Background: an optimization exercise with open tools, aiming at small area and a short achievable clock period. Do not read the settings as production practice. Only simulation tests tie the RTL to the original design; equivalence was not proved.

==> flow/design.v (excerpt) <==
module RISC_V #(parameter LENGTH = 32)(
    input clock,reset,
    input [LENGTH-1:0] HRDATA_Instr, HRDATA_Data,
    output MemWrite,
    output [LENGTH-1:0] RegisterFile_RD2_w, HADDR,
    output [LENGTH-1:0] programCounter_Output
    );
wire [31:0] ins = HRDATA_Instr;
wire [6:0] op = ins[6:0];
wire [2:0] f3 = ins[14:12];
wire [6:0] f7 = ins[31:25];
wire [4:0] rd  = ins[11:7];
wire [4:0] rs1 = ins[19:15];
wire [4:0] rs2 = ins[24:20];
wire is_r     = (op == 7'b0110011);
wire is_i     = (op == 7'b0010011);
wire is_auipc = (op == 7'b0010111);
wire is_ld    = (op == 7'b0000011);
wire is_st    = (op == 7'b0100011);
wire is_br    = (op == 7'b1100011);
wire is_jal   = (op == 7'b1101111);
wire is_jalr  = (op == 7'b1100111);
wire [31:0] immI = {{20{ins[31]}}, ins[31:20]};
wire [31:0] immS = {20'h0, ins[31:25], ins[11:7]};
wire [31:0] immB = {{19{ins[31]}}, ins[31], ins[7], ins[30:25], ins[11:8], 1'b0};
wire [31:0] immJ = {{11{ins[31]}}, ins[31], ins[19:12], ins[20], ins[30:21], 1'b0};
wire [31:0] immU = {ins[31:12], 12'h0};
reg [31:0] pc;
assign programCounter_Output = pc;
reg [31:0] p_s, p_c;      
reg        p_cin;
reg        p_slt;         
reg        p_zero;        
reg        p_rev;         
reg        p_we;
reg [4:0]  p_rd;
wire [31:0] w;
fin32 u_fin (.s(p_s), .c(p_c), .cin(p_cin), .slt(p_slt), .rev(p_rev), .zero(p_zero), .w(w));
reg [31:0] rf [0:31];
wire [1023:0] rfq;
genvar gq;
generate for (gq = 0; gq < 32; gq = gq + 1) begin : g_q
    assign rfq[32*gq +: 32] = rf[gq];
end endgenerate
  ...
Settings: LEC_CHECK=0, CAP_MARGIN=20, CORE_MARGIN=2, CORE_UTILIZATION=40, CTS_BUF_LIST=sky130_fd_sc_hd__clkbuf_8, SETUP_SLACK_MARGIN=5, SLEW_MARGIN=20, SYNTH_HIERARCHICAL=1; clock period 18.0 ns.
standard.sh (not shown) runs the stock make flow with config.mk's settings and CLKGATE_MAP_FILE= SYNTH_SCRIPT=/design/flow/synth_recipe.tcl, a recipe that flattens the netlist after the stock synthesis.
==> flow/flow/run.sh <==
#!/bin/bash
# Own layout flow: the standard synthesis and layout steps, with the port
# buffers that placement inserts made plain buffers (buf_2) instead of the
# delay cells buffer_ports picks by default, and timing repair aimed at the
# setup margin in flow/margin.txt (the SDC and clock period are unchanged).
# Each step's log is under orfs/logs; the two make runs log to synth.log and
# layout.log here.
set -euo pipefail
MARGIN=$(cat flow/margin.txt)
bash standard.sh synth > synth.log 2>&1
bash standard.sh "BUFFER_PORTS_ARGS=-buffer_cell sky130_fd_sc_hd__buf_2" SETUP_SLACK_MARGIN="$MARGIN" finish > layout.log 2>&1
==> flow/flow/margin.txt <==
6.5
The first run finished clean.
Then changed:
--- a/flow/config.mk
+++ b/flow/config.mk
@@ -11,2 +11,4 @@
 export CTS_BUF_LIST = sky130_fd_sc_hd__clkbuf_8
+export CTS_CLUSTER_DIAMETER = 80
+export CTS_CLUSTER_SIZE = 12
 export SETUP_SLACK_MARGIN = 5
Global-route usage decreases by 0.16 points.
Wire length drops by 0.93%.
Then changed:
--- a/flow/config.mk
+++ b/flow/config.mk
@@ -13,2 +13,3 @@
 export CTS_CLUSTER_SIZE = 12
+export PLACE_DENSITY = 0.66
 export SETUP_SLACK_MARGIN = 5
Outcome: Final area barely changes. Core utilization hardly moves. Non-clock buffer count rises by 2.
Then changed:
--- a/flow/config.mk
+++ b/flow/config.mk
@@ -13,3 +13,2 @@
 export CTS_CLUSTER_SIZE = 12
-export PLACE_DENSITY = 0.66
 export SETUP_SLACK_MARGIN = 5
@@ -17 +16,2 @@
 export SYNTH_HIERARCHICAL = 1
+export TNS_END_PERCENT = 5
Global-route usage came out lower by 0.24 points.
Cell area came out lower by 0.51%.
Via count came out lower by 2.7%.

[what the ideal ports hide]
No port has a modelled driver above. Below, the same layouts with a new extraction and two added sets of constraints.
Step 1, drivers: a clkbuf_16 drives clock and a buf_2 each remaining input, both assumed.
Step 2 moves the port delays by t, midway between the first and last clock arrival at a register: inputs arrive t later, outputs are due t later. That takes back most of the time a late clock gives input paths.
Three values: ideal, step 1, step 2; two values: the first two.
run | t (ns) | setup WS [ns] | worst data-port slew with drivers (ns)
the first run | 1.020 | 6.322 / 6.070 / 5.428 | 0.27
the second run | 0.971 | 6.240 / 5.997 / 5.452 | 0.26
the third run | 0.918 | 6.187 / 6.134 / 5.693 | 0.09
the fourth run | 0.971 | 6.164 / 5.917 / 5.342 | 0.26
After both steps setup and hold are still met in every run listed. The setup slack of the first run, which loses most, moves by -0.252 ns with the drivers and by -0.894 ns with both steps.
